Source: an optimization exercise on an open RTL-to-GDS flow (aim: small area). Production flows keep margins and buffers that such runs may drop. No run shown here included a check of the RTL's function; only the layout flow was run.

--- flow/run.sh ---
#!/bin/bash
# synth_recipe.tcl (not shown) runs the flow's synth.tcl, then flattens the netlist and writes it again
# the make line also repeats each setting of config.mk as NAME=value (left out here)
make -C /OpenROAD-flow-scripts/flow DESIGN_CONFIG=/design/flow/config.mk WORK_HOME=/design/flow/orfs CLKGATE_MAP_FILE= SYNTH_SCRIPT=/design/flow/synth_recipe.tcl finish
--- flow/design.v ---
module cordic_dds (clk, phase_i, sin_o, cos_o, err_o);
   input         clk;
   input  [15:0] phase_i;
   output [16:0] sin_o, cos_o, err_o;
   reg [1:0] q [0:14];
   always @(posedge clk) q[0] <= phase_i[15:14];
   genvar g;
   generate for (g = 1; g < 15; g = g + 1) begin : qp
      always @(posedge clk) q[g] <= q[g-1];
   end endgenerate
   reg [13:0] z0;
   always @(posedge clk) z0 <= phase_i[13:0];
   reg [14:0] z1;
   reg [13:0] z2;
   reg [12:0] z3;
   reg [11:0] z4;
   reg [10:0] z5;
   reg [9:0] z6;
   reg [8:0] z7;
   reg [7:0] z8;
   reg [6:0] z9;
   reg [5:0] z10;
   reg [4:0] z11;
   reg [3:0] z12;
   reg [3:0] z13;
   reg [2:0] z14;
   always @(posedge clk) z1 <= {1'b0, z0} - 15'd8189;
   always @(posedge clk) z2 <= z1[14] ? z1[13:0] + 14'd4834 : z1[13:0] - 14'd4834;
   always @(posedge clk) z3 <= z2[13] ? z2[12:0] + 13'd2554 : z2[12:0] - 13'd2554;
   always @(posedge clk) z4 <= z3[12] ? z3[11:0] + 12'd1296 : z3[11:0] - 12'd1296;
   always @(posedge clk) z5 <= z4[11] ? z4[10:0] + 11'd650 : z4[10:0] - 11'd650;
   always @(posedge clk) z6 <= z5[10] ? z5[9:0] + 10'd325 : z5[9:0] - 10'd325;
   always @(posedge clk) z7 <= z6[9] ? z6[8:0] + 9'd162 : z6[8:0] - 9'd162;
   always @(posedge clk) z8 <= z7[8] ? z7[7:0] + 8'd81 : z7[7:0] - 8'd81;
   always @(posedge clk) z9 <= z8[7] ? z8[6:0] + 7'd40 : z8[6:0] - 7'd40;
   always @(posedge clk) z10 <= z9[6] ? z9[5:0] + 6'd20 : z9[5:0] - 6'd20;
   always @(posedge clk) z11 <= z10[5] ? z10[4:0] + 5'd10 : z10[4:0] - 5'd10;
   always @(posedge clk) z12 <= z11[4] ? z11[3:0] + 4'd5 : z11[3:0] - 4'd5;
   always @(posedge clk) z13 <= z12[3] ? z12[3:0] + 4'd2 : z12[3:0] - 4'd2;
   always @(posedge clk) z14 <= z13[3] ? z13[2:0] + 3'd1 : z13[2:0] - 3'd1;
   assign err_o = {{14{z14[2]}}, z14};
   reg d1_2; always @(posedge clk) d1_2 <= z1[14];
   reg d1_3; always @(posedge clk) d1_3 <= d1_2;
   reg d1_4; always @(posedge clk) d1_4 <= d1_3;
   reg d1_5; always @(posedge clk) d1_5 <= d1_4;
   reg d1_6; always @(posedge clk) d1_6 <= d1_5;
   reg d1_7; always @(posedge clk) d1_7 <= d1_6;
   reg d2_3; always @(posedge clk) d2_3 <= z2[13];
   reg d2_4; always @(posedge clk) d2_4 <= d2_3;
   reg d2_5; always @(posedge clk) d2_5 <= d2_4;
   reg d2_6; always @(posedge clk) d2_6 <= d2_5;
   reg d2_7; always @(posedge clk) d2_7 <= d2_6;
   reg d3_4; always @(posedge clk) d3_4 <= z3[12];
   reg d3_5; always @(posedge clk) d3_5 <= d3_4;
   reg d3_6; always @(posedge clk) d3_6 <= d3_5;
   reg d3_7; always @(posedge clk) d3_7 <= d3_6;
   reg d4_5; always @(posedge clk) d4_5 <= z4[11];
   reg d4_6; always @(posedge clk) d4_6 <= d4_5;
   reg d4_7; always @(posedge clk) d4_7 <= d4_6;
   reg d5_6; always @(posedge clk) d5_6 <= z5[10];
   reg d5_7; always @(posedge clk) d5_7 <= d5_6;
   reg d6_7; always @(posedge clk) d6_7 <= z6[9];
   reg d7_8; always @(posedge clk) d7_8 <= z7[8];
   reg d8_9; always @(posedge clk) d8_9 <= z8[7];
   reg d9_10; always @(posedge clk) d9_10 <= z9[6];
   reg d10_11; always @(posedge clk) d10_11 <= z10[5];
   reg d11_12; always @(posedge clk) d11_12 <= z11[4];
   reg d12_13; always @(posedge clk) d12_13 <= z12[3];
   reg d13_14; always @(posedge clk) d13_14 <= z13[3];
   wire [5:0] tsel = {d6_7, d5_7, d4_7, d3_7, d2_7, d1_7};
   wire [15:0] tx, ty;
   wire [63:0] tx_t0 = 64'b1010011111110111101100111011110110100111111101111011001110111101;
   assign tx[0] = tx_t0[tsel];
   wire [63:0] tx_t1 = 64'b0011110011001101011000011001010100101111111000010110011101110011;
   assign tx[1] = tx_t1[tsel];
   wire [63:0] tx_t2 = 64'b0001001111111001000001111111000101111011110110110001110101010011;
   assign tx[2] = tx_t2[tsel];
   wire [63:0] tx_t3 = 64'b0100001010111111011110001010111100000010111100010100100000010101;
   assign tx[3] = tx_t3[tsel];
   wire [63:0] tx_t4 = 64'b0111110010011111011010100001011100100000111011110100010001010101;
   assign tx[4] = tx_t4[tsel];
   wire [63:0] tx_t5 = 64'b0010101110001101000111011101001100000111101100110000001100011011;
   assign tx[5] = tx_t5[tsel];
   wire [63:0] tx_t6 = 64'b1110101110101110100110111000001010010001111001001000101111001100;
   assign tx[6] = tx_t6[tsel];
   wire [63:0] tx_t7 = 64'b1110001110111101100000011101011110100111111100111011111110011101;
   assign tx[7] = tx_t7[tsel];
   wire [63:0] tx_t8 = 64'b1101110110010011100100011111111111111101100101011101101110111111;
   assign tx[8] = tx_t8[tsel];
   wire [63:0] tx_t9 = 64'b1101111110110001111110111011101110111101100100111101001111010001;
   assign tx[9] = tx_t9[tsel];
   wire [63:0] tx_t10 = 64'b1001100110011100111111111011010010101100110010101010100111100000;
   assign tx[10] = tx_t10[tsel];
   wire [63:0] tx_t11 = 64'b1110101010001001100111011111111111001110110010111001110110111111;
   assign tx[11] = tx_t11[tsel];
   wire [63:0] tx_t12 = 64'b1110100011111100111111011000101011101100101111101111110110001010;
   assign tx[12] = tx_t12[tsel];
   wire [63:0] tx_t13 = 64'b1011101010101110101011111010110010111110101011001010111110101100;
   assign tx[13] = tx_t13[tsel];
   wire [63:0] tx_t14 = 64'b1110111011101010111010111110101011101010111010101110101111101010;
   assign tx[14] = tx_t14[tsel];
   wire [63:0] tx_t15 = 64'b0000000000000000000000010000000000000000000000000000000100000000;
   assign tx[15] = tx_t15[tsel];
   wire [63:0] ty_t0 = 64'b1011110111001100111011111110010010111101110011001110111111100100;
   assign ty[0] = ty_t0[tsel];
   wire [63:0] ty_t1 = 64'b0100111011100111000001111111010100101001100001110011001100111101;
   assign ty[1] = ty_t1[tsel];
   wire [63:0] ty_t2 = 64'b1100101010111000110110111101111010001111111000001001111111001000;
   assign ty[2] = ty_t2[tsel];
   wire [63:0] ty_t3 = 64'b0010100000010010000011110100000001110101000111100111110101000010;
   assign ty[3] = ty_t3[tsel];
   wire [63:0] ty_t4 = 64'b0010101000100011011101110000010101101000010101110111100100111111;
   assign ty[4] = ty_t4[tsel];
   wire [63:0] ty_t5 = 64'b1101100011000001110011011110000111001011101110011011000111010101;
   assign ty[5] = ty_t5[tsel];
   wire [63:0] ty_t6 = 64'b1011001111010001101001111000100111000001110110011111010111010111;
   assign ty[6] = ty_t6[tsel];
   wire [63:0] ty_t7 = 64'b1011100111111100110011111110010011101011100000001011110111000110;
   assign ty[7] = ty_t7[tsel];
   wire [63:0] ty_t8 = 64'b1111110111011011101010011011111111111111100010011100100110111011;
   assign ty[8] = ty_t8[tsel];
   wire [63:0] ty_t9 = 64'b1000101111001011110010011011110111011101110111111000110111111011;
   assign ty[9] = ty_t9[tsel];
   wire [63:0] ty_t10 = 64'b1000011110010101110100110011010110101101111111111011100110011001;
   assign ty[10] = ty_t10[tsel];
   wire [63:0] ty_t11 = 64'b0111110110111001010100110111001101111111101110010001000101010111;
   assign ty[11] = ty_t11[tsel];
   wire [63:0] ty_t12 = 64'b0101000110111111011111010011011101010001101111110011111100010111;
   assign ty[12] = ty_t12[tsel];
   wire [63:0] ty_t13 = 64'b0011010111110101001101010111110100110101111101010111010101011101;
   assign ty[13] = ty_t13[tsel];
   wire [63:0] ty_t14 = 64'b0101011111010111010101110101011101010111110101110101011101110111;
   assign ty[14] = ty_t14[tsel];
   wire [63:0] ty_t15 = 64'b0000000010000000000000000000000000000000100000000000000000000000;
   assign ty[15] = ty_t15[tsel];
   reg [15:0] xr8, yr8;
   always @(posedge clk) begin xr8 <= tx; yr8 <= ty; end
   wire [16:0] wy7 = {(yr8[15] & yr8[14]), yr8};
   wire [16:0] wx7 = {(xr8[15] & xr8[14]), xr8};
   wire [15:0] sy7 = $signed(wy7) >>> 7;
   wire [15:0] sx7 = $signed(wx7) >>> 7;
   wire nd7 = ~d7_8;
   wire [15:0] nx8;
   wire [15:0] u1_b = sy7 ^ {16{nd7}};
   wire [15:0] u1_p = xr8 ^ u1_b, u1_g = xr8 & u1_b;
   wire u1_0_G = u1_g[1] | (u1_p[1] & (u1_g[0] | (u1_p[0] & nd7)));
   wire u1_1_G = u1_g[3] | (u1_p[3] & u1_g[2]);
   wire u1_1_P = u1_p[3] & u1_p[2];
   wire u1_2_G = u1_g[5] | (u1_p[5] & u1_g[4]);
   wire u1_2_P = u1_p[5] & u1_p[4];
   wire u1_3_G = u1_g[7] | (u1_p[7] & u1_g[6]);
   wire u1_3_P = u1_p[7] & u1_p[6];
   wire u1_4_G = u1_g[9] | (u1_p[9] & u1_g[8]);
   wire u1_4_P = u1_p[9] & u1_p[8];
   wire u1_5_G = u1_g[11] | (u1_p[11] & u1_g[10]);
   wire u1_5_P = u1_p[11] & u1_p[10];
   wire u1_6_G = u1_g[13] | (u1_p[13] & u1_g[12]);
   wire u1_6_P = u1_p[13] & u1_p[12];
   wire u1_7_G = u1_g[15] | (u1_p[15] & u1_g[14]);
   wire u1_7_P = u1_p[15] & u1_p[14];
   wire u1_8_G = u1_1_G | (u1_1_P & u1_0_G);
   wire u1_9_G = u1_3_G | (u1_3_P & u1_2_G);
   wire u1_9_P = u1_3_P & u1_2_P;
   wire u1_10_G = u1_5_G | (u1_5_P & u1_4_G);
   wire u1_10_P = u1_5_P & u1_4_P;
   wire u1_11_G = u1_7_G | (u1_7_P & u1_6_G);
   wire u1_11_P = u1_7_P & u1_6_P;
   wire u1_12_G = u1_9_G | (u1_9_P & u1_8_G);
   wire u1_13_G = u1_11_G | (u1_11_P & u1_10_G);
   wire u1_13_P = u1_11_P & u1_10_P;
   wire u1_14_G = u1_13_G | (u1_13_P & u1_12_G);
   wire u1_15_G = u1_10_G | (u1_10_P & u1_12_G);
   wire u1_16_G = u1_2_G | (u1_2_P & u1_8_G);
   wire u1_17_G = u1_4_G | (u1_4_P & u1_12_G);
   wire u1_18_G = u1_6_G | (u1_6_P & u1_15_G);
   wire u1_19_G = u1_g[2] | (u1_p[2] & u1_0_G);
   wire u1_20_G = u1_g[4] | (u1_p[4] & u1_8_G);
   wire u1_21_G = u1_g[6] | (u1_p[6] & u1_16_G);
   wire u1_22_G = u1_g[8] | (u1_p[8] & u1_12_G);
   wire u1_23_G = u1_g[10] | (u1_p[10] & u1_17_G);
   wire u1_24_G = u1_g[12] | (u1_p[12] & u1_15_G);
   wire u1_25_G = u1_g[14] | (u1_p[14] & u1_18_G);
   assign nx8 = u1_p ^ {u1_25_G, u1_18_G, u1_24_G, u1_15_G, u1_23_G, u1_17_G, u1_22_G, u1_12_G, u1_21_G, u1_16_G, u1_20_G, u1_8_G, u1_19_G, u1_0_G, (u1_g[0] | (u1_p[0] & nd7)), nd7};
   wire [15:0] ny8;
   wire [15:0] u2_b = sx7 ^ {16{d7_8}};
   wire [15:0] u2_p = yr8 ^ u2_b, u2_g = yr8 & u2_b;
   wire u2_0_G = u2_g[1] | (u2_p[1] & (u2_g[0] | (u2_p[0] & d7_8)));
   wire u2_1_G = u2_g[3] | (u2_p[3] & u2_g[2]);
   wire u2_1_P = u2_p[3] & u2_p[2];
   wire u2_2_G = u2_g[5] | (u2_p[5] & u2_g[4]);
   wire u2_2_P = u2_p[5] & u2_p[4];
   wire u2_3_G = u2_g[7] | (u2_p[7] & u2_g[6]);
   wire u2_3_P = u2_p[7] & u2_p[6];
   wire u2_4_G = u2_g[9] | (u2_p[9] & u2_g[8]);
   wire u2_4_P = u2_p[9] & u2_p[8];
   wire u2_5_G = u2_g[11] | (u2_p[11] & u2_g[10]);
   wire u2_5_P = u2_p[11] & u2_p[10];
   wire u2_6_G = u2_g[13] | (u2_p[13] & u2_g[12]);
   wire u2_6_P = u2_p[13] & u2_p[12];
   wire u2_7_G = u2_g[15] | (u2_p[15] & u2_g[14]);
   wire u2_7_P = u2_p[15] & u2_p[14];
   wire u2_8_G = u2_1_G | (u2_1_P & u2_0_G);
   wire u2_9_G = u2_3_G | (u2_3_P & u2_2_G);
   wire u2_9_P = u2_3_P & u2_2_P;
   wire u2_10_G = u2_5_G | (u2_5_P & u2_4_G);
   wire u2_10_P = u2_5_P & u2_4_P;
   wire u2_11_G = u2_7_G | (u2_7_P & u2_6_G);
   wire u2_11_P = u2_7_P & u2_6_P;
   wire u2_12_G = u2_9_G | (u2_9_P & u2_8_G);
   wire u2_13_G = u2_11_G | (u2_11_P & u2_10_G);
   wire u2_13_P = u2_11_P & u2_10_P;
   wire u2_14_G = u2_13_G | (u2_13_P & u2_12_G);
   wire u2_15_G = u2_10_G | (u2_10_P & u2_12_G);
   wire u2_16_G = u2_2_G | (u2_2_P & u2_8_G);
   wire u2_17_G = u2_4_G | (u2_4_P & u2_12_G);
   wire u2_18_G = u2_6_G | (u2_6_P & u2_15_G);
   wire u2_19_G = u2_g[2] | (u2_p[2] & u2_0_G);
   wire u2_20_G = u2_g[4] | (u2_p[4] & u2_8_G);
   wire u2_21_G = u2_g[6] | (u2_p[6] & u2_16_G);
   wire u2_22_G = u2_g[8] | (u2_p[8] & u2_12_G);
   wire u2_23_G = u2_g[10] | (u2_p[10] & u2_17_G);
   wire u2_24_G = u2_g[12] | (u2_p[12] & u2_15_G);
   wire u2_25_G = u2_g[14] | (u2_p[14] & u2_18_G);
   assign ny8 = u2_p ^ {u2_25_G, u2_18_G, u2_24_G, u2_15_G, u2_23_G, u2_17_G, u2_22_G, u2_12_G, u2_21_G, u2_16_G, u2_20_G, u2_8_G, u2_19_G, u2_0_G, (u2_g[0] | (u2_p[0] & d7_8)), d7_8};
   reg [15:0] xr9, yr9;
   always @(posedge clk) begin xr9 <= nx8; yr9 <= ny8; end
   wire [16:0] wy8 = {1'b0, yr9};
   wire [16:0] wx8 = {1'b0, xr9};
   wire [15:0] sy8 = $signed(wy8) >>> 8;
   wire [15:0] sx8 = $signed(wx8) >>> 8;
   wire nd8 = ~d8_9;
   wire [15:0] nx9;
   wire [15:0] u3_b = sy8 ^ {16{nd8}};
   wire [15:0] u3_p = xr9 ^ u3_b, u3_g = xr9 & u3_b;
   wire u3_0_G = u3_g[1] | (u3_p[1] & (u3_g[0] | (u3_p[0] & nd8)));
   wire u3_1_G = u3_g[3] | (u3_p[3] & u3_g[2]);
   wire u3_1_P = u3_p[3] & u3_p[2];
   wire u3_2_G = u3_g[5] | (u3_p[5] & u3_g[4]);
   wire u3_2_P = u3_p[5] & u3_p[4];
   wire u3_3_G = u3_g[7] | (u3_p[7] & u3_g[6]);
   wire u3_3_P = u3_p[7] & u3_p[6];
   wire u3_4_G = u3_g[9] | (u3_p[9] & u3_g[8]);
   wire u3_4_P = u3_p[9] & u3_p[8];
   wire u3_5_G = u3_g[11] | (u3_p[11] & u3_g[10]);
   wire u3_5_P = u3_p[11] & u3_p[10];
   wire u3_6_G = u3_g[13] | (u3_p[13] & u3_g[12]);
   wire u3_6_P = u3_p[13] & u3_p[12];
   wire u3_7_G = u3_g[15] | (u3_p[15] & u3_g[14]);
   wire u3_7_P = u3_p[15] & u3_p[14];
   wire u3_8_G = u3_1_G | (u3_1_P & u3_0_G);
   wire u3_9_G = u3_3_G | (u3_3_P & u3_2_G);
   wire u3_9_P = u3_3_P & u3_2_P;
   wire u3_10_G = u3_5_G | (u3_5_P & u3_4_G);
   wire u3_10_P = u3_5_P & u3_4_P;
   wire u3_11_G = u3_7_G | (u3_7_P & u3_6_G);
   wire u3_11_P = u3_7_P & u3_6_P;
   wire u3_12_G = u3_9_G | (u3_9_P & u3_8_G);
   wire u3_13_G = u3_11_G | (u3_11_P & u3_10_G);
   wire u3_13_P = u3_11_P & u3_10_P;
   wire u3_14_G = u3_13_G | (u3_13_P & u3_12_G);
   wire u3_15_G = u3_10_G | (u3_10_P & u3_12_G);
   wire u3_16_G = u3_2_G | (u3_2_P & u3_8_G);
   wire u3_17_G = u3_4_G | (u3_4_P & u3_12_G);
   wire u3_18_G = u3_6_G | (u3_6_P & u3_15_G);
   wire u3_19_G = u3_g[2] | (u3_p[2] & u3_0_G);
   wire u3_20_G = u3_g[4] | (u3_p[4] & u3_8_G);
   wire u3_21_G = u3_g[6] | (u3_p[6] & u3_16_G);
   wire u3_22_G = u3_g[8] | (u3_p[8] & u3_12_G);
   wire u3_23_G = u3_g[10] | (u3_p[10] & u3_17_G);
   wire u3_24_G = u3_g[12] | (u3_p[12] & u3_15_G);
   wire u3_25_G = u3_g[14] | (u3_p[14] & u3_18_G);
   assign nx9 = u3_p ^ {u3_25_G, u3_18_G, u3_24_G, u3_15_G, u3_23_G, u3_17_G, u3_22_G, u3_12_G, u3_21_G, u3_16_G, u3_20_G, u3_8_G, u3_19_G, u3_0_G, (u3_g[0] | (u3_p[0] & nd8)), nd8};
   wire [15:0] ny9;
   wire [15:0] u4_b = sx8 ^ {16{d8_9}};
   wire [15:0] u4_p = yr9 ^ u4_b, u4_g = yr9 & u4_b;
   wire u4_0_G = u4_g[1] | (u4_p[1] & (u4_g[0] | (u4_p[0] & d8_9)));
   wire u4_1_G = u4_g[3] | (u4_p[3] & u4_g[2]);
   wire u4_1_P = u4_p[3] & u4_p[2];
   wire u4_2_G = u4_g[5] | (u4_p[5] & u4_g[4]);
   wire u4_2_P = u4_p[5] & u4_p[4];
   wire u4_3_G = u4_g[7] | (u4_p[7] & u4_g[6]);
   wire u4_3_P = u4_p[7] & u4_p[6];
   wire u4_4_G = u4_g[9] | (u4_p[9] & u4_g[8]);
   wire u4_4_P = u4_p[9] & u4_p[8];
   wire u4_5_G = u4_g[11] | (u4_p[11] & u4_g[10]);
   wire u4_5_P = u4_p[11] & u4_p[10];
   wire u4_6_G = u4_g[13] | (u4_p[13] & u4_g[12]);
   wire u4_6_P = u4_p[13] & u4_p[12];
   wire u4_7_G = u4_g[15] | (u4_p[15] & u4_g[14]);
   wire u4_7_P = u4_p[15] & u4_p[14];
   wire u4_8_G = u4_1_G | (u4_1_P & u4_0_G);
   wire u4_9_G = u4_3_G | (u4_3_P & u4_2_G);
   wire u4_9_P = u4_3_P & u4_2_P;
   wire u4_10_G = u4_5_G | (u4_5_P & u4_4_G);
   wire u4_10_P = u4_5_P & u4_4_P;
   wire u4_11_G = u4_7_G | (u4_7_P & u4_6_G);
   wire u4_11_P = u4_7_P & u4_6_P;
   wire u4_12_G = u4_9_G | (u4_9_P & u4_8_G);
   wire u4_13_G = u4_11_G | (u4_11_P & u4_10_G);
   wire u4_13_P = u4_11_P & u4_10_P;
   wire u4_14_G = u4_13_G | (u4_13_P & u4_12_G);
   wire u4_15_G = u4_10_G | (u4_10_P & u4_12_G);
   wire u4_16_G = u4_2_G | (u4_2_P & u4_8_G);
   wire u4_17_G = u4_4_G | (u4_4_P & u4_12_G);
   wire u4_18_G = u4_6_G | (u4_6_P & u4_15_G);
   wire u4_19_G = u4_g[2] | (u4_p[2] & u4_0_G);
   wire u4_20_G = u4_g[4] | (u4_p[4] & u4_8_G);
   wire u4_21_G = u4_g[6] | (u4_p[6] & u4_16_G);
   wire u4_22_G = u4_g[8] | (u4_p[8] & u4_12_G);
   wire u4_23_G = u4_g[10] | (u4_p[10] & u4_17_G);
   wire u4_24_G = u4_g[12] | (u4_p[12] & u4_15_G);
   wire u4_25_G = u4_g[14] | (u4_p[14] & u4_18_G);
   assign ny9 = u4_p ^ {u4_25_G, u4_18_G, u4_24_G, u4_15_G, u4_23_G, u4_17_G, u4_22_G, u4_12_G, u4_21_G, u4_16_G, u4_20_G, u4_8_G, u4_19_G, u4_0_G, (u4_g[0] | (u4_p[0] & d8_9)), d8_9};
   reg [15:0] xr10, yr10;
   always @(posedge clk) begin xr10 <= nx9; yr10 <= ny9; end
   wire [16:0] wy9 = {1'b0, yr10};
   wire [16:0] wx9 = {1'b0, xr10};
   wire [15:0] sy9 = $signed(wy9) >>> 9;
   wire [15:0] sx9 = $signed(wx9) >>> 9;
   wire nd9 = ~d9_10;
   wire [15:0] nx10;
   wire [15:0] u5_b = sy9 ^ {16{nd9}};
   wire [15:0] u5_p = xr10 ^ u5_b, u5_g = xr10 & u5_b;
   wire u5_0_G = u5_g[1] | (u5_p[1] & (u5_g[0] | (u5_p[0] & nd9)));
   wire u5_1_G = u5_g[3] | (u5_p[3] & u5_g[2]);
   wire u5_1_P = u5_p[3] & u5_p[2];
   wire u5_2_G = u5_g[5] | (u5_p[5] & u5_g[4]);
   wire u5_2_P = u5_p[5] & u5_p[4];
   wire u5_3_G = u5_g[7] | (u5_p[7] & u5_g[6]);
   wire u5_3_P = u5_p[7] & u5_p[6];
   wire u5_4_G = u5_g[9] | (u5_p[9] & u5_g[8]);
   wire u5_4_P = u5_p[9] & u5_p[8];
   wire u5_5_G = u5_g[11] | (u5_p[11] & u5_g[10]);
   wire u5_5_P = u5_p[11] & u5_p[10];
   wire u5_6_G = u5_g[13] | (u5_p[13] & u5_g[12]);
   wire u5_6_P = u5_p[13] & u5_p[12];
   wire u5_7_G = u5_g[15] | (u5_p[15] & u5_g[14]);
   wire u5_7_P = u5_p[15] & u5_p[14];
   wire u5_8_G = u5_1_G | (u5_1_P & u5_0_G);
   wire u5_9_G = u5_3_G | (u5_3_P & u5_2_G);
   wire u5_9_P = u5_3_P & u5_2_P;
   wire u5_10_G = u5_5_G | (u5_5_P & u5_4_G);
   wire u5_10_P = u5_5_P & u5_4_P;
   wire u5_11_G = u5_7_G | (u5_7_P & u5_6_G);
   wire u5_11_P = u5_7_P & u5_6_P;
   wire u5_12_G = u5_9_G | (u5_9_P & u5_8_G);
   wire u5_13_G = u5_11_G | (u5_11_P & u5_10_G);
   wire u5_13_P = u5_11_P & u5_10_P;
   wire u5_14_G = u5_13_G | (u5_13_P & u5_12_G);
   wire u5_15_G = u5_10_G | (u5_10_P & u5_12_G);
   wire u5_16_G = u5_2_G | (u5_2_P & u5_8_G);
   wire u5_17_G = u5_4_G | (u5_4_P & u5_12_G);
   wire u5_18_G = u5_6_G | (u5_6_P & u5_15_G);
   wire u5_19_G = u5_g[2] | (u5_p[2] & u5_0_G);
   wire u5_20_G = u5_g[4] | (u5_p[4] & u5_8_G);
   wire u5_21_G = u5_g[6] | (u5_p[6] & u5_16_G);
   wire u5_22_G = u5_g[8] | (u5_p[8] & u5_12_G);
   wire u5_23_G = u5_g[10] | (u5_p[10] & u5_17_G);
   wire u5_24_G = u5_g[12] | (u5_p[12] & u5_15_G);
   wire u5_25_G = u5_g[14] | (u5_p[14] & u5_18_G);
   assign nx10 = u5_p ^ {u5_25_G, u5_18_G, u5_24_G, u5_15_G, u5_23_G, u5_17_G, u5_22_G, u5_12_G, u5_21_G, u5_16_G, u5_20_G, u5_8_G, u5_19_G, u5_0_G, (u5_g[0] | (u5_p[0] & nd9)), nd9};
   wire [15:0] ny10;
   wire [15:0] u6_b = sx9 ^ {16{d9_10}};
   wire [15:0] u6_p = yr10 ^ u6_b, u6_g = yr10 & u6_b;
   wire u6_0_G = u6_g[1] | (u6_p[1] & (u6_g[0] | (u6_p[0] & d9_10)));
   wire u6_1_G = u6_g[3] | (u6_p[3] & u6_g[2]);
   wire u6_1_P = u6_p[3] & u6_p[2];
   wire u6_2_G = u6_g[5] | (u6_p[5] & u6_g[4]);
   wire u6_2_P = u6_p[5] & u6_p[4];
   wire u6_3_G = u6_g[7] | (u6_p[7] & u6_g[6]);
   wire u6_3_P = u6_p[7] & u6_p[6];
   wire u6_4_G = u6_g[9] | (u6_p[9] & u6_g[8]);
   wire u6_4_P = u6_p[9] & u6_p[8];
   wire u6_5_G = u6_g[11] | (u6_p[11] & u6_g[10]);
   wire u6_5_P = u6_p[11] & u6_p[10];
   wire u6_6_G = u6_g[13] | (u6_p[13] & u6_g[12]);
   wire u6_6_P = u6_p[13] & u6_p[12];
   wire u6_7_G = u6_g[15] | (u6_p[15] & u6_g[14]);
   wire u6_7_P = u6_p[15] & u6_p[14];
   wire u6_8_G = u6_1_G | (u6_1_P & u6_0_G);
   wire u6_9_G = u6_3_G | (u6_3_P & u6_2_G);
   wire u6_9_P = u6_3_P & u6_2_P;
   wire u6_10_G = u6_5_G | (u6_5_P & u6_4_G);
   wire u6_10_P = u6_5_P & u6_4_P;
   wire u6_11_G = u6_7_G | (u6_7_P & u6_6_G);
   wire u6_11_P = u6_7_P & u6_6_P;
   wire u6_12_G = u6_9_G | (u6_9_P & u6_8_G);
   wire u6_13_G = u6_11_G | (u6_11_P & u6_10_G);
   wire u6_13_P = u6_11_P & u6_10_P;
   wire u6_14_G = u6_13_G | (u6_13_P & u6_12_G);
   wire u6_15_G = u6_10_G | (u6_10_P & u6_12_G);
   wire u6_16_G = u6_2_G | (u6_2_P & u6_8_G);
   wire u6_17_G = u6_4_G | (u6_4_P & u6_12_G);
   wire u6_18_G = u6_6_G | (u6_6_P & u6_15_G);
   wire u6_19_G = u6_g[2] | (u6_p[2] & u6_0_G);
   wire u6_20_G = u6_g[4] | (u6_p[4] & u6_8_G);
   wire u6_21_G = u6_g[6] | (u6_p[6] & u6_16_G);
   wire u6_22_G = u6_g[8] | (u6_p[8] & u6_12_G);
   wire u6_23_G = u6_g[10] | (u6_p[10] & u6_17_G);
   wire u6_24_G = u6_g[12] | (u6_p[12] & u6_15_G);
   wire u6_25_G = u6_g[14] | (u6_p[14] & u6_18_G);
   assign ny10 = u6_p ^ {u6_25_G, u6_18_G, u6_24_G, u6_15_G, u6_23_G, u6_17_G, u6_22_G, u6_12_G, u6_21_G, u6_16_G, u6_20_G, u6_8_G, u6_19_G, u6_0_G, (u6_g[0] | (u6_p[0] & d9_10)), d9_10};
   reg [15:0] xr11, yr11;
   always @(posedge clk) begin xr11 <= nx10; yr11 <= ny10; end
   wire [16:0] wy10 = {1'b0, yr11};
   wire [16:0] wx10 = {1'b0, xr11};
   wire [15:0] sy10 = $signed(wy10) >>> 10;
   wire [15:0] sx10 = $signed(wx10) >>> 10;
   wire nd10 = ~d10_11;
   wire [15:0] nx11;
   wire [15:0] u7_b = sy10 ^ {16{nd10}};
   wire [15:0] u7_p = xr11 ^ u7_b, u7_g = xr11 & u7_b;
   wire u7_0_G = u7_g[1] | (u7_p[1] & (u7_g[0] | (u7_p[0] & nd10)));
   wire u7_1_G = u7_g[3] | (u7_p[3] & u7_g[2]);
   wire u7_1_P = u7_p[3] & u7_p[2];
   wire u7_2_G = u7_g[5] | (u7_p[5] & u7_g[4]);
   wire u7_2_P = u7_p[5] & u7_p[4];
   wire u7_3_G = u7_g[7] | (u7_p[7] & u7_g[6]);
   wire u7_3_P = u7_p[7] & u7_p[6];
   wire u7_4_G = u7_g[9] | (u7_p[9] & u7_g[8]);
   wire u7_4_P = u7_p[9] & u7_p[8];
   wire u7_5_G = u7_g[11] | (u7_p[11] & u7_g[10]);
   wire u7_5_P = u7_p[11] & u7_p[10];
   wire u7_6_G = u7_g[13] | (u7_p[13] & u7_g[12]);
   wire u7_6_P = u7_p[13] & u7_p[12];
   wire u7_7_G = u7_g[15] | (u7_p[15] & u7_g[14]);
   wire u7_7_P = u7_p[15] & u7_p[14];
   wire u7_8_G = u7_1_G | (u7_1_P & u7_0_G);
   wire u7_9_G = u7_3_G | (u7_3_P & u7_2_G);
   wire u7_9_P = u7_3_P & u7_2_P;
   wire u7_10_G = u7_5_G | (u7_5_P & u7_4_G);
   wire u7_10_P = u7_5_P & u7_4_P;
   wire u7_11_G = u7_7_G | (u7_7_P & u7_6_G);
   wire u7_11_P = u7_7_P & u7_6_P;
   wire u7_12_G = u7_9_G | (u7_9_P & u7_8_G);
   wire u7_13_G = u7_11_G | (u7_11_P & u7_10_G);
   wire u7_13_P = u7_11_P & u7_10_P;
   wire u7_14_G = u7_13_G | (u7_13_P & u7_12_G);
   wire u7_15_G = u7_10_G | (u7_10_P & u7_12_G);
   wire u7_16_G = u7_2_G | (u7_2_P & u7_8_G);
   wire u7_17_G = u7_4_G | (u7_4_P & u7_12_G);
   wire u7_18_G = u7_6_G | (u7_6_P & u7_15_G);
   wire u7_19_G = u7_g[2] | (u7_p[2] & u7_0_G);
   wire u7_20_G = u7_g[4] | (u7_p[4] & u7_8_G);
   wire u7_21_G = u7_g[6] | (u7_p[6] & u7_16_G);
   wire u7_22_G = u7_g[8] | (u7_p[8] & u7_12_G);
   wire u7_23_G = u7_g[10] | (u7_p[10] & u7_17_G);
   wire u7_24_G = u7_g[12] | (u7_p[12] & u7_15_G);
   wire u7_25_G = u7_g[14] | (u7_p[14] & u7_18_G);
   assign nx11 = u7_p ^ {u7_25_G, u7_18_G, u7_24_G, u7_15_G, u7_23_G, u7_17_G, u7_22_G, u7_12_G, u7_21_G, u7_16_G, u7_20_G, u7_8_G, u7_19_G, u7_0_G, (u7_g[0] | (u7_p[0] & nd10)), nd10};
   wire [15:0] ny11;
   wire [15:0] u8_b = sx10 ^ {16{d10_11}};
   wire [15:0] u8_p = yr11 ^ u8_b, u8_g = yr11 & u8_b;
   wire u8_0_G = u8_g[1] | (u8_p[1] & (u8_g[0] | (u8_p[0] & d10_11)));
   wire u8_1_G = u8_g[3] | (u8_p[3] & u8_g[2]);
   wire u8_1_P = u8_p[3] & u8_p[2];
   wire u8_2_G = u8_g[5] | (u8_p[5] & u8_g[4]);
   wire u8_2_P = u8_p[5] & u8_p[4];
   wire u8_3_G = u8_g[7] | (u8_p[7] & u8_g[6]);
   wire u8_3_P = u8_p[7] & u8_p[6];
   wire u8_4_G = u8_g[9] | (u8_p[9] & u8_g[8]);
   wire u8_4_P = u8_p[9] & u8_p[8];
   wire u8_5_G = u8_g[11] | (u8_p[11] & u8_g[10]);
   wire u8_5_P = u8_p[11] & u8_p[10];
   wire u8_6_G = u8_g[13] | (u8_p[13] & u8_g[12]);
   wire u8_6_P = u8_p[13] & u8_p[12];
   wire u8_7_G = u8_g[15] | (u8_p[15] & u8_g[14]);
   wire u8_7_P = u8_p[15] & u8_p[14];
   wire u8_8_G = u8_1_G | (u8_1_P & u8_0_G);
   wire u8_9_G = u8_3_G | (u8_3_P & u8_2_G);
   wire u8_9_P = u8_3_P & u8_2_P;
   wire u8_10_G = u8_5_G | (u8_5_P & u8_4_G);
   wire u8_10_P = u8_5_P & u8_4_P;
   wire u8_11_G = u8_7_G | (u8_7_P & u8_6_G);
   wire u8_11_P = u8_7_P & u8_6_P;
   wire u8_12_G = u8_9_G | (u8_9_P & u8_8_G);
   wire u8_13_G = u8_11_G | (u8_11_P & u8_10_G);
   wire u8_13_P = u8_11_P & u8_10_P;
   wire u8_14_G = u8_13_G | (u8_13_P & u8_12_G);
   wire u8_15_G = u8_10_G | (u8_10_P & u8_12_G);
   wire u8_16_G = u8_2_G | (u8_2_P & u8_8_G);
   wire u8_17_G = u8_4_G | (u8_4_P & u8_12_G);
   wire u8_18_G = u8_6_G | (u8_6_P & u8_15_G);
   wire u8_19_G = u8_g[2] | (u8_p[2] & u8_0_G);
   wire u8_20_G = u8_g[4] | (u8_p[4] & u8_8_G);
   wire u8_21_G = u8_g[6] | (u8_p[6] & u8_16_G);
   wire u8_22_G = u8_g[8] | (u8_p[8] & u8_12_G);
   wire u8_23_G = u8_g[10] | (u8_p[10] & u8_17_G);
   wire u8_24_G = u8_g[12] | (u8_p[12] & u8_15_G);
   wire u8_25_G = u8_g[14] | (u8_p[14] & u8_18_G);
   assign ny11 = u8_p ^ {u8_25_G, u8_18_G, u8_24_G, u8_15_G, u8_23_G, u8_17_G, u8_22_G, u8_12_G, u8_21_G, u8_16_G, u8_20_G, u8_8_G, u8_19_G, u8_0_G, (u8_g[0] | (u8_p[0] & d10_11)), d10_11};
   reg [15:0] xr12, yr12;
   always @(posedge clk) begin xr12 <= nx11; yr12 <= ny11; end
   wire [16:0] wy11 = {1'b0, yr12};
   wire [16:0] wx11 = {1'b0, xr12};
   wire [15:0] sy11 = $signed(wy11) >>> 11;
   wire [15:0] sx11 = $signed(wx11) >>> 11;
   wire nd11 = ~d11_12;
   wire [15:0] nx12;
   wire [15:0] u9_b = sy11 ^ {16{nd11}};
   wire [15:0] u9_p = xr12 ^ u9_b, u9_g = xr12 & u9_b;
   wire u9_0_G = u9_g[1] | (u9_p[1] & (u9_g[0] | (u9_p[0] & nd11)));
   wire u9_1_G = u9_g[3] | (u9_p[3] & u9_g[2]);
   wire u9_1_P = u9_p[3] & u9_p[2];
   wire u9_2_G = u9_g[5] | (u9_p[5] & u9_g[4]);
   wire u9_2_P = u9_p[5] & u9_p[4];
   wire u9_3_G = u9_g[7] | (u9_p[7] & u9_g[6]);
   wire u9_3_P = u9_p[7] & u9_p[6];
   wire u9_4_G = u9_g[9] | (u9_p[9] & u9_g[8]);
   wire u9_4_P = u9_p[9] & u9_p[8];
   wire u9_5_G = u9_g[11] | (u9_p[11] & u9_g[10]);
   wire u9_5_P = u9_p[11] & u9_p[10];
   wire u9_6_G = u9_g[13] | (u9_p[13] & u9_g[12]);
   wire u9_6_P = u9_p[13] & u9_p[12];
   wire u9_7_G = u9_g[15] | (u9_p[15] & u9_g[14]);
   wire u9_7_P = u9_p[15] & u9_p[14];
   wire u9_8_G = u9_1_G | (u9_1_P & u9_0_G);
   wire u9_9_G = u9_3_G | (u9_3_P & u9_2_G);
   wire u9_9_P = u9_3_P & u9_2_P;
   wire u9_10_G = u9_5_G | (u9_5_P & u9_4_G);
   wire u9_10_P = u9_5_P & u9_4_P;
   wire u9_11_G = u9_7_G | (u9_7_P & u9_6_G);
   wire u9_11_P = u9_7_P & u9_6_P;
   wire u9_12_G = u9_9_G | (u9_9_P & u9_8_G);
   wire u9_13_G = u9_11_G | (u9_11_P & u9_10_G);
   wire u9_13_P = u9_11_P & u9_10_P;
   wire u9_14_G = u9_13_G | (u9_13_P & u9_12_G);
   wire u9_15_G = u9_10_G | (u9_10_P & u9_12_G);
   wire u9_16_G = u9_2_G | (u9_2_P & u9_8_G);
   wire u9_17_G = u9_4_G | (u9_4_P & u9_12_G);
   wire u9_18_G = u9_6_G | (u9_6_P & u9_15_G);
   wire u9_19_G = u9_g[2] | (u9_p[2] & u9_0_G);
   wire u9_20_G = u9_g[4] | (u9_p[4] & u9_8_G);
   wire u9_21_G = u9_g[6] | (u9_p[6] & u9_16_G);
   wire u9_22_G = u9_g[8] | (u9_p[8] & u9_12_G);
   wire u9_23_G = u9_g[10] | (u9_p[10] & u9_17_G);
   wire u9_24_G = u9_g[12] | (u9_p[12] & u9_15_G);
   wire u9_25_G = u9_g[14] | (u9_p[14] & u9_18_G);
   assign nx12 = u9_p ^ {u9_25_G, u9_18_G, u9_24_G, u9_15_G, u9_23_G, u9_17_G, u9_22_G, u9_12_G, u9_21_G, u9_16_G, u9_20_G, u9_8_G, u9_19_G, u9_0_G, (u9_g[0] | (u9_p[0] & nd11)), nd11};
   wire [15:0] ny12;
   wire [15:0] u10_b = sx11 ^ {16{d11_12}};
   wire [15:0] u10_p = yr12 ^ u10_b, u10_g = yr12 & u10_b;
   wire u10_0_G = u10_g[1] | (u10_p[1] & (u10_g[0] | (u10_p[0] & d11_12)));
   wire u10_1_G = u10_g[3] | (u10_p[3] & u10_g[2]);
   wire u10_1_P = u10_p[3] & u10_p[2];
   wire u10_2_G = u10_g[5] | (u10_p[5] & u10_g[4]);
   wire u10_2_P = u10_p[5] & u10_p[4];
   wire u10_3_G = u10_g[7] | (u10_p[7] & u10_g[6]);
   wire u10_3_P = u10_p[7] & u10_p[6];
   wire u10_4_G = u10_g[9] | (u10_p[9] & u10_g[8]);
   wire u10_4_P = u10_p[9] & u10_p[8];
   wire u10_5_G = u10_g[11] | (u10_p[11] & u10_g[10]);
   wire u10_5_P = u10_p[11] & u10_p[10];
   wire u10_6_G = u10_g[13] | (u10_p[13] & u10_g[12]);
   wire u10_6_P = u10_p[13] & u10_p[12];
   wire u10_7_G = u10_g[15] | (u10_p[15] & u10_g[14]);
   wire u10_7_P = u10_p[15] & u10_p[14];
   wire u10_8_G = u10_1_G | (u10_1_P & u10_0_G);
   wire u10_9_G = u10_3_G | (u10_3_P & u10_2_G);
   wire u10_9_P = u10_3_P & u10_2_P;
   wire u10_10_G = u10_5_G | (u10_5_P & u10_4_G);
   wire u10_10_P = u10_5_P & u10_4_P;
   wire u10_11_G = u10_7_G | (u10_7_P & u10_6_G);
   wire u10_11_P = u10_7_P & u10_6_P;
   wire u10_12_G = u10_9_G | (u10_9_P & u10_8_G);
   wire u10_13_G = u10_11_G | (u10_11_P & u10_10_G);
   wire u10_13_P = u10_11_P & u10_10_P;
   wire u10_14_G = u10_13_G | (u10_13_P & u10_12_G);
   wire u10_15_G = u10_10_G | (u10_10_P & u10_12_G);
   wire u10_16_G = u10_2_G | (u10_2_P & u10_8_G);
   wire u10_17_G = u10_4_G | (u10_4_P & u10_12_G);
   wire u10_18_G = u10_6_G | (u10_6_P & u10_15_G);
   wire u10_19_G = u10_g[2] | (u10_p[2] & u10_0_G);
   wire u10_20_G = u10_g[4] | (u10_p[4] & u10_8_G);
   wire u10_21_G = u10_g[6] | (u10_p[6] & u10_16_G);
   wire u10_22_G = u10_g[8] | (u10_p[8] & u10_12_G);
   wire u10_23_G = u10_g[10] | (u10_p[10] & u10_17_G);
   wire u10_24_G = u10_g[12] | (u10_p[12] & u10_15_G);
   wire u10_25_G = u10_g[14] | (u10_p[14] & u10_18_G);
   assign ny12 = u10_p ^ {u10_25_G, u10_18_G, u10_24_G, u10_15_G, u10_23_G, u10_17_G, u10_22_G, u10_12_G, u10_21_G, u10_16_G, u10_20_G, u10_8_G, u10_19_G, u10_0_G, (u10_g[0] | (u10_p[0] & d11_12)), d11_12};
   reg [15:0] xr13, yr13;
   always @(posedge clk) begin xr13 <= nx12; yr13 <= ny12; end
   wire [16:0] wy12 = {(yr13[15] & yr13[14]), yr13};
   wire [16:0] wx12 = {(xr13[15] & xr13[14]), xr13};
   wire [15:0] sy12 = $signed(wy12) >>> 12;
   wire [15:0] sx12 = $signed(wx12) >>> 12;
   wire nd12 = ~d12_13;
   wire [15:0] nx13;
   wire [15:0] u11_b = sy12 ^ {16{nd12}};
   wire [15:0] u11_p = xr13 ^ u11_b, u11_g = xr13 & u11_b;
   wire u11_0_G = u11_g[1] | (u11_p[1] & (u11_g[0] | (u11_p[0] & nd12)));
   wire u11_1_G = u11_g[3] | (u11_p[3] & u11_g[2]);
   wire u11_1_P = u11_p[3] & u11_p[2];
   wire u11_2_G = u11_g[5] | (u11_p[5] & u11_g[4]);
   wire u11_2_P = u11_p[5] & u11_p[4];
   wire u11_3_G = u11_g[7] | (u11_p[7] & u11_g[6]);
   wire u11_3_P = u11_p[7] & u11_p[6];
   wire u11_4_G = u11_g[9] | (u11_p[9] & u11_g[8]);
   wire u11_4_P = u11_p[9] & u11_p[8];
   wire u11_5_G = u11_g[11] | (u11_p[11] & u11_g[10]);
   wire u11_5_P = u11_p[11] & u11_p[10];
   wire u11_6_G = u11_g[13] | (u11_p[13] & u11_g[12]);
   wire u11_6_P = u11_p[13] & u11_p[12];
   wire u11_7_G = u11_g[15] | (u11_p[15] & u11_g[14]);
   wire u11_7_P = u11_p[15] & u11_p[14];
   wire u11_8_G = u11_1_G | (u11_1_P & u11_0_G);
   wire u11_9_G = u11_3_G | (u11_3_P & u11_2_G);
   wire u11_9_P = u11_3_P & u11_2_P;
   wire u11_10_G = u11_5_G | (u11_5_P & u11_4_G);
   wire u11_10_P = u11_5_P & u11_4_P;
   wire u11_11_G = u11_7_G | (u11_7_P & u11_6_G);
   wire u11_11_P = u11_7_P & u11_6_P;
   wire u11_12_G = u11_9_G | (u11_9_P & u11_8_G);
   wire u11_13_G = u11_11_G | (u11_11_P & u11_10_G);
   wire u11_13_P = u11_11_P & u11_10_P;
   wire u11_14_G = u11_13_G | (u11_13_P & u11_12_G);
   wire u11_15_G = u11_10_G | (u11_10_P & u11_12_G);
   wire u11_16_G = u11_2_G | (u11_2_P & u11_8_G);
   wire u11_17_G = u11_4_G | (u11_4_P & u11_12_G);
   wire u11_18_G = u11_6_G | (u11_6_P & u11_15_G);
   wire u11_19_G = u11_g[2] | (u11_p[2] & u11_0_G);
   wire u11_20_G = u11_g[4] | (u11_p[4] & u11_8_G);
   wire u11_21_G = u11_g[6] | (u11_p[6] & u11_16_G);
   wire u11_22_G = u11_g[8] | (u11_p[8] & u11_12_G);
   wire u11_23_G = u11_g[10] | (u11_p[10] & u11_17_G);
   wire u11_24_G = u11_g[12] | (u11_p[12] & u11_15_G);
   wire u11_25_G = u11_g[14] | (u11_p[14] & u11_18_G);
   assign nx13 = u11_p ^ {u11_25_G, u11_18_G, u11_24_G, u11_15_G, u11_23_G, u11_17_G, u11_22_G, u11_12_G, u11_21_G, u11_16_G, u11_20_G, u11_8_G, u11_19_G, u11_0_G, (u11_g[0] | (u11_p[0] & nd12)), nd12};
   wire [15:0] ny13;
   wire [15:0] u12_b = sx12 ^ {16{d12_13}};
   wire [15:0] u12_p = yr13 ^ u12_b, u12_g = yr13 & u12_b;
   wire u12_0_G = u12_g[1] | (u12_p[1] & (u12_g[0] | (u12_p[0] & d12_13)));
   wire u12_1_G = u12_g[3] | (u12_p[3] & u12_g[2]);
   wire u12_1_P = u12_p[3] & u12_p[2];
   wire u12_2_G = u12_g[5] | (u12_p[5] & u12_g[4]);
   wire u12_2_P = u12_p[5] & u12_p[4];
   wire u12_3_G = u12_g[7] | (u12_p[7] & u12_g[6]);
   wire u12_3_P = u12_p[7] & u12_p[6];
   wire u12_4_G = u12_g[9] | (u12_p[9] & u12_g[8]);
   wire u12_4_P = u12_p[9] & u12_p[8];
   wire u12_5_G = u12_g[11] | (u12_p[11] & u12_g[10]);
   wire u12_5_P = u12_p[11] & u12_p[10];
   wire u12_6_G = u12_g[13] | (u12_p[13] & u12_g[12]);
   wire u12_6_P = u12_p[13] & u12_p[12];
   wire u12_7_G = u12_g[15] | (u12_p[15] & u12_g[14]);
   wire u12_7_P = u12_p[15] & u12_p[14];
   wire u12_8_G = u12_1_G | (u12_1_P & u12_0_G);
   wire u12_9_G = u12_3_G | (u12_3_P & u12_2_G);
   wire u12_9_P = u12_3_P & u12_2_P;
   wire u12_10_G = u12_5_G | (u12_5_P & u12_4_G);
   wire u12_10_P = u12_5_P & u12_4_P;
   wire u12_11_G = u12_7_G | (u12_7_P & u12_6_G);
   wire u12_11_P = u12_7_P & u12_6_P;
   wire u12_12_G = u12_9_G | (u12_9_P & u12_8_G);
   wire u12_13_G = u12_11_G | (u12_11_P & u12_10_G);
   wire u12_13_P = u12_11_P & u12_10_P;
   wire u12_14_G = u12_13_G | (u12_13_P & u12_12_G);
   wire u12_15_G = u12_10_G | (u12_10_P & u12_12_G);
   wire u12_16_G = u12_2_G | (u12_2_P & u12_8_G);
   wire u12_17_G = u12_4_G | (u12_4_P & u12_12_G);
   wire u12_18_G = u12_6_G | (u12_6_P & u12_15_G);
   wire u12_19_G = u12_g[2] | (u12_p[2] & u12_0_G);
   wire u12_20_G = u12_g[4] | (u12_p[4] & u12_8_G);
   wire u12_21_G = u12_g[6] | (u12_p[6] & u12_16_G);
   wire u12_22_G = u12_g[8] | (u12_p[8] & u12_12_G);
   wire u12_23_G = u12_g[10] | (u12_p[10] & u12_17_G);
   wire u12_24_G = u12_g[12] | (u12_p[12] & u12_15_G);
   wire u12_25_G = u12_g[14] | (u12_p[14] & u12_18_G);
   assign ny13 = u12_p ^ {u12_25_G, u12_18_G, u12_24_G, u12_15_G, u12_23_G, u12_17_G, u12_22_G, u12_12_G, u12_21_G, u12_16_G, u12_20_G, u12_8_G, u12_19_G, u12_0_G, (u12_g[0] | (u12_p[0] & d12_13)), d12_13};
   reg [15:0] xr14, yr14;
   always @(posedge clk) begin xr14 <= nx13; yr14 <= ny13; end
   wire [16:0] X13 = {(xr14[15] & xr14[14]), xr14};
   wire [16:0] Y13 = {(yr14[15] & yr14[14]), yr14};
   wire [16:0] a13 = $signed(Y13) >>> 13;   
   wire [16:0] b13 = $signed(X13) >>> 13;   
   wire d13 = d13_14;
   wire [16:0] ta = d13 ? a13 : -a13;       
   wire [16:0] tb = d13 ? -b13 : b13;       
   wire [1:0] qq = q[14];
   wire cP = qq[0];
   wire cN = qq[1] ^ qq[0];
   wire sP = ~qq[0];
   wire sN = qq[1];
   wire [16:0] cA = cP ? Y13 : X13;
   wire [16:0] cT = cP ? tb : ta;
   wire [16:0] sA = sP ? Y13 : X13;
   wire [16:0] sT = sP ? tb : ta;
   reg [16:0] cos_r, sin_r;
   always @(posedge clk) begin
      cos_r <= (cA ^ {17{cN}}) + (cN ? -cT : cT) + {16'd0, cN};
      sin_r <= (sA ^ {17{sN}}) + (sN ? -sT : sT) + {16'd0, sN};
   end
   assign cos_o = cos_r;
   assign sin_o = sin_r;
endmodule
--- flow/config.mk ---
export PLATFORM = sky130hd
export DESIGN_NAME = cordic_dds
export DESIGN_NICKNAME = cordic_dds
export VERILOG_FILES = /design/flow/design.v
export SDC_FILE = /design/flow/constraint.sdc
export NUM_CORES = 4
export LEC_CHECK = 0
export CAP_MARGIN = 20
export CORE_MARGIN = 2
export CORE_UTILIZATION = 40
export SLEW_MARGIN = 20
--- flow/constraint.sdc ---
create_clock -name core_clock -period 5.0 [get_ports {clk}]
set_input_delay 1.0000 -clock core_clock [delete_from_list [all_inputs] [get_ports {clk}]]
set_output_delay 1.0000 -clock core_clock [all_outputs]
set_load 0.01 [all_outputs]
==> results of run 1 <==
-- cells by family (layout without fill, tap and decap cells) --
| family | Yosys count | after routing |
|---|---|---|
| compound gates | 597 | 597 |
| xor+xnor | 300 | 300 |
| fa+ha+maj | 381 | 381 |
| buf+inv | 379 | 464 |
| flops | 451 | 451 |
| mux | 41 | 41 |
| simple gates | 477 | 477 |
-- worst max-delay path, stage by stage (launching register included) --
cell and delay [ns]:
dfxtp_1 0.42, or3_1 0.40, ha_1 0.30, mux4_2 0.54, nand2_1 0.16, o21ai_0 0.14
xnor2_1 0.19, ha_1 0.35, and2_1 0.19, a221o_1 0.37, o32ai_1 0.36, o21ai_2 0.14
a21oi_1 0.26, nor3_1 0.09, nand3b_1 0.15
-- how the worst max path moves through the flow --
| stage | startpoint | endpoint | slack [ns] | cells after the start |
|---|---|---|---|---|
| finish | xr14[15] | sin_r[15] | 0.79 | 14 |
| global route | xr14[14] | sin_r[13] | 0.43 | 18 |
| CTS | xr14[14] | sin_r[15] | 0.78 | 18 |
| detailed placement | xr14[14] | sin_r[15] | 0.79 | 18 |
| global placement | xr14[13] | sin_r[15] | 0.80 | 18 |
| floorplan | d10_11 | yr12[14] | 1.05 | 12 |
-- sequential cells by signal, indices dropped and copies added (netlist names), 15 cells and up --
register	cells
sin_r	17
yr14	16
xr13	16
xr9	16
yr8	16
xr14	16
xr10	16
cos_r	17
xr11	16
q	30
yr12	16
yr13	16
yr9	16
xr8	16
xr12	16
z1	15
yr11	16
yr10	16
-- routing by layer --
metal / part of all wire / track usage / vias up
met2: 0.53 / 0.320 / 353
li1: - / - / 9000
met4: 0.048 / 0.0807 / 0
met3: 0.036 / 0.0271 / 154
met1: 0.39 / 0.179 / 8539
met5: 0 / 0 / -
-- stage by stage --
stage,setup WS [ns],hold slack (ns)
finish,0.791,0.322
global route,0.427,0.331
CTS,0.777,0.321
detailed placement,0.791,0.312
global placement,0.799,0.310
floorplan,1.05,0.310
-- cells in the final DEF, fill, tap and decap left out, drive strengths merged, types with 31 or more instances in the layout --
| master | Yosys | final |
|---|---|---|
| dfxtp | 451 | 451 |
| inv | 282 | 284 |
| ha | 270 | 270 |
| xnor2 | 221 | 221 |
| a21oi | 196 | 196 |
| nor2 | 149 | 149 |
| o21ai | 125 | 125 |
| nand2 | 118 | 118 |
| fa | 111 | 111 |
| xor2 | 79 | 79 |
| clkdlybuf4s50 | 0 | 67 |
| a21o | 61 | 61 |
| clkbuf | 48 | 57 |
| nor3 | 44 | 44 |
| o21a | 41 | 41 |
| nand2b | 31 | 31 |
| mux2i | 31 | 31 |
-- layout make-up --
| cell class | count | area, um^2 |
|---|---|---|
| clock buffers | 57 | 1300 |
| clock inverters | 34 | 524 |
| fillers | 5979 | 34200 |
| inverters | 283 | 1060 |
| multi-input cells | 1796 | 14800 |
| flip-flops and latches | 451 | 9030 |
| well taps | 846 | 1060 |
| repair buffers | 90 | 843 |
==> qor.yml, run 1 <==
yosys:
  mappedNetlistArea_um2: 25400
  ys.flop_type: "dfxtp_1"
  synth_commonest_cells: "dfxtp_1 (451), inv_1 (281), ha_1 (270), xnor2_1 (221), a21oi_1 (196)"
  ys_seq_area_frac: 0.356
  synth.distinct_cells: 82
  synth_largest_area_cell: "dfxtp_1"
  synth-simple-area-share: 0.0895
  yosys_warnings: 2
  synth_top_area_frac: 0.356
  synth_fp_nets: 3024
  synth.most_common_cell: "dfxtp_1"
  synth_edf_count: 0
  synth_compound_area_frac: 0.150
  synth_fa_ha_area_frac: 0.221
  synth_top_family_by_area: "adder cells"
  synth-async-reset-ratio: 0
  synth-xor-area-share: 0.104
  avgSynthCellArea_um2: 9.66
  synthMuxAreaShare: 0.0200
  synthTopCellsByArea: "dfxtp_1 (36%), ha_1 (13%), fa_1 (8.8%)"
  synthesis.instances: 2626
  synth.ff_latch_count: 451
placed_design:
  place_area_um2: 26800
  finalWeightedCongestion: 0.897
  dp.cells: 3466
  port_buffers: 67
  hpwlAfterDp_um: 42100
floorplan:
  die_area_um2: 65400
  fp-row-count: 92
  die_w_um: 256
  initial_utilization: 0.404
  die_h_um: 256
  core-area_um2: 62900
  ios: 68
setup_path:
  r2r-start: "xr14[15]"
  r2r_slack_ns: 0.79
  crit_path_end_kind: "flip-flop"
  arrival_ns: 4.68
  cp_max_fo: 11
  critPathRequiredTime_ns: 5.47
  r2r_end: "sin_r[15]"
  worst-setup-path-type: "reg2reg"
  reg2reg_depth: 14
  crit_path_start_kind: "flip-flop"
clock_tree:
  post_cts_resized: 0
  clk_transition_reported_paths_ns: 0.06
  htreeDepth: 2
  cts_setup_buffers: 0
  ctsHoldBuffers: 0
  cts_max_path_buffers: 3
  numCtsBuffers: 49
  clock_sinks: 451
  cts_tree: "done"
  cts-root-buf: "clkbuf_16"
  clk_latency_ns: 0.61
timing:
  setup_tns_ns: 0
  drv_slew: 0
  period_minus_slack_ns: 4.21
  setup_viol: 0
  finalCritPeriodShare: 0.842
  worst_pin_slew_ns: 0.827
  slew-limit-headroom: 0.449
  fin_worst_skew_ns: 0.0388
  rsz0062_at_grt: "false"
  hold_violations: 0
  fmax_ghz: 0.238
grt:
  gr-total-overflow: 0
  grt_max_degree: 87
  antenna_found_initial: 0
  grt_pass1_vias: 18410
  grt_pass1_wl_um: 90500
  grt_usage: 0.168
routing:
  drtPass1Iterations: 7
  drc: 0
  wirelength_um: 54700
  wl_per_cell_um: 15.4
  postRouteAntennaNets: 0
  first_iter_violations: 932
  viasPerCell: 5.07
  vias: 18046
finish:
  diodes: 0
  drive_gt1_frac: 0.0550
  fin_cells: 3557
  syn2layout_area_growth_pct: 12.9
  nets: 3069
  final_core_util: 0.456
  final_area_um2: 28600
hold_path:
  min_to: "z13[0]"
  min_from: "z12[0]"
  holdPathStages: 0
  hold_class: "reg2reg"
job:
  drv_cap: 0
run_status:
  status: "timing/DRC/antenna clean"
==> run 2: changes to the inputs <==
--- a/flow/config.mk
+++ b/flow/config.mk
@@ -10,2 +10,3 @@
 export CORE_UTILIZATION = 40
+export CTS_BUF_LIST = sky130_fd_sc_hd__clkbuf_4
 export SLEW_MARGIN = 20
==> run 2 against run 1 <==
Net effect: die area did not move; utilization fell by 0.49 points; count of clock-buffer cells in the layout rose by 116; sequential cell count did not move; via count rose by 1.9%; first-iteration DRC count fell by 4.9%; non-clock buffer count did not move; still clean.
==> qor.yml, run 2 <==
routing:
  drtPass1Iterations: 5
  postRouteAntennaNets: 0
  first_iter_violations: 886
  viasPerCell: 5.01
  drc: 0
  vias: 18395
  wirelength_um: 55200
  wl_per_cell_um: 15.0
floorplan:
  die_area_um2: 65400
  core-area_um2: 62900
  die_h_um: 256
  die_w_um: 256
  ios: 68
  fp-row-count: 92
  initial_utilization: 0.404
placed_design:
  finalWeightedCongestion: 0.897
  hpwlAfterDp_um: 42100
  port_buffers: 67
  place_area_um2: 26800
  dp.cells: 3466
grt:
  gr-total-overflow: 0
  grt_use_met3: 0.0295
  antenna_found_initial: 1
  grt-busiest-layer: "met2"
  grt_pass1_vias: 19026
  grt.met2_usage: 0.320
  grt_pass1_wl_um: 91800
  gr-usage-met1: 0.176
  grt_max_degree: 87
  grt_usage: 0.170
clock_tree:
  cts-root-buf: "clkbuf_4"
  cts_tree: "done"
  ctsHoldBuffers: 0
  cts_max_path_buffers: 3
  cts_setup_buffers: 0
  clk_latency_ns: 0.87
  clk_transition_reported_paths_ns: 0.07
  htreeDepth: 3
  post_cts_resized: 0
  clock_sinks: 451
  numCtsBuffers: 120
finish:
  syn2layout_area_growth_pct: 11.7
  fin_cells: 3672
  top_register: "q"
  final_area_um2: 28300
  largest_reg_flops: 30
  nets: 3140
  final_cell_mix: "dfxtp_1 (446), inv_1 (281), ha_1 (270)"
  drive_gt1_frac: 0.0874
  largestRegisters: "q: 30 flops, cos_r: 17 flops, sin_r: 17 flops"
  mostFrequentLayoutCell: "dfxtp_1"
  final_core_util: 0.451
  fillers: 6087
timing:
  setup_tns_ns: 0
  rsz0062_at_grt: "false"
  fin_worst_skew_ns: 0.0581
  fmax_ghz: 0.237
  hold_violations: 0
  worst_pin_slew_ns: 0.842
  drv_slew: 0
  period_minus_slack_ns: 4.23
  finalCritPeriodShare: 0.845
  slew-limit-headroom: 0.439
  setup_viol: 0
job:
  drv_cap: 0
yosys:
  synth_largest_area_cell: "dfxtp_1"
  synth_fp_nets: 3024
  ys_seq_area_frac: 0.356
  ys.flop_type: "dfxtp_1"
  avgSynthCellArea_um2: 9.66
  mappedNetlistArea_um2: 25400
  synth_top_area_frac: 0.356
  synth.distinct_cells: 82
  synth.most_common_cell: "dfxtp_1"
  yosys_warnings: 2
  synth-async-reset-ratio: 0
  synthTopCellsByArea: "dfxtp_1 (36%), ha_1 (13%), fa_1 (8.8%)"
  synth.ff_latch_count: 451
  synth_edf_count: 0
  synth_commonest_cells: "dfxtp_1 (451), inv_1 (281), ha_1 (270), xnor2_1 (221), a21oi_1 (196)"
  synthesis.instances: 2626
hold_path:
  hold_class: "reg2reg"
setup_path:
  cpPeakStageDelay_ns: 0.49
  cpMostUsedCell: "ha_1"
  cpLargestDelayFamily: "compound AO/OA/AOI/OAI gates"
  critPathRequiredTime_ns: 5.70
  path_cells: "inv_1, ha_1, mux2i_1, and2_1, a21oi_1, inv_1, ha_1, nand2_1, o21ai_0, xnor2_1, ha_1, and2_1, a221o_1, o32ai_1, o21ai_2, a21oi_1, nor3_1, nand3b_1"
  arrival_ns: 4.93
  critPathSlowestCell: "dfxtp_1"
  crit_path_start_kind: "flip-flop"
  crit_path_end_kind: "flip-flop"
  cp.buffers_inverters: 2
  worst-setup-path-type: "reg2reg"
  cp_max_fo: 9
run_status:
  status: "timing/DRC/antenna clean"
run 2: cell counts after synthesis:
Identical to the previous run, type by type.
run 2: worst paths after layout:
path	start	end	slack, ns	depth (start not counted)
max	xr14[14]	sin_r[15]	0.77	18
min	q[7][1]	q[8][1]	0.31	0
max reg2reg	xr14[14]	sin_r[15]	0.77	18
min reg2reg	q[7][1]	q[8][1]	0.31	0
run 2: cell families after synthesis:
logic type | after synthesis | share of synthesized area
AOI/OAI and AO/OA | 597 | 0.150
xor gates and xnor gates | 300 | 0.104
adders and majority gates | 381 | 0.221
buffers and inverters | 379 | 0.0597
DFF | 451 | 0.356
muxes | 41 | 0.0200
and+or+nand+nor | 477 | 0.0895
run 2: per-stage QoR:
| step | worst slack, ns | hold WS (ns) |
|---|---|---|
| 2_1_floorplan | 1.05 | 0.310 |
| 3_3_place_gp | 0.799 | 0.310 |
| 3_5_place_dp | 0.791 | 0.312 |
| 4_1_cts | 0.753 | 0.314 |
| 5_1_grt | 0.403 | 0.330 |
| 6_report | 0.775 | 0.315 |
run 2: worst register-to-register path: stages (launching register included):
cell and delay [ns]:
dfxtp_1 0.49, inv_1 0.11, ha_1 0.28, mux2i_1 0.07
and2_1 0.18, a21oi_1 0.27, inv_1 0.11, ha_1 0.22
nand2_1 0.12, o21ai_0 0.14, xnor2_1 0.19, ha_1 0.35
and2_1 0.19, a221o_1 0.37, o32ai_1 0.36, o21ai_2 0.14
a21oi_1 0.26, nor3_1 0.09, nand3b_1 0.15
run 2: area by class of cell:
class | count | area [um^2] | area share
multi-input cells | 1796 | 14800 | 0.523
flip-flops and latches | 451 | 9030 | 0.319
clock buffers | 173 | 1300 | 0.0458
inverters | 283 | 1060 | 0.0375
well taps | 846 | 1060 | 0.0374
repair buffers | 90 | 843 | 0.0298
clock inverters | 32 | 211 | 0.00746
diodes | 1 | 2.50 | 0.0000883
run 2: per-layer routing:
layer | vias up | wire length [um]
met1 | 8623 | 21200
met4 | 0 | 2780
met3 | 162 | 2110
li1 | 9211 | -
met5 | - | 0
met2 | 399 | 29100

## separate check: timing with driven ports
No port has a modelled driver above. Below, the same layouts with a new extraction and two added sets of constraints. Step 1 (the two cells are an assumption about what drives the block):
set clk [get_ports {clk}]
set_driving_cell -lib_cell sky130_fd_sc_hd__clkbuf_16 $clk
set_driving_cell -lib_cell sky130_fd_sc_hd__buf_2 [delete_from_list [all_inputs] $clk]
Step 2 times the ports against the registers' clock, not the clock port: input delays grow and output delays shrink by t, the midpoint of the rising clock arrivals with the driver on. Three values: no drivers, after step 1, after step 2; two values: the first two.
run | t, ns | setup WS [ns] | worst setup path after step 2 | cell pins on the clock port's net
run 1 | 0.651 | 0.791 / 0.791 / 0.791 | register to register | 1
run 2 | 0.890 | 0.775 / 0.775 / 0.775 | register to register | 1
After both steps setup and hold are still met in every run listed.
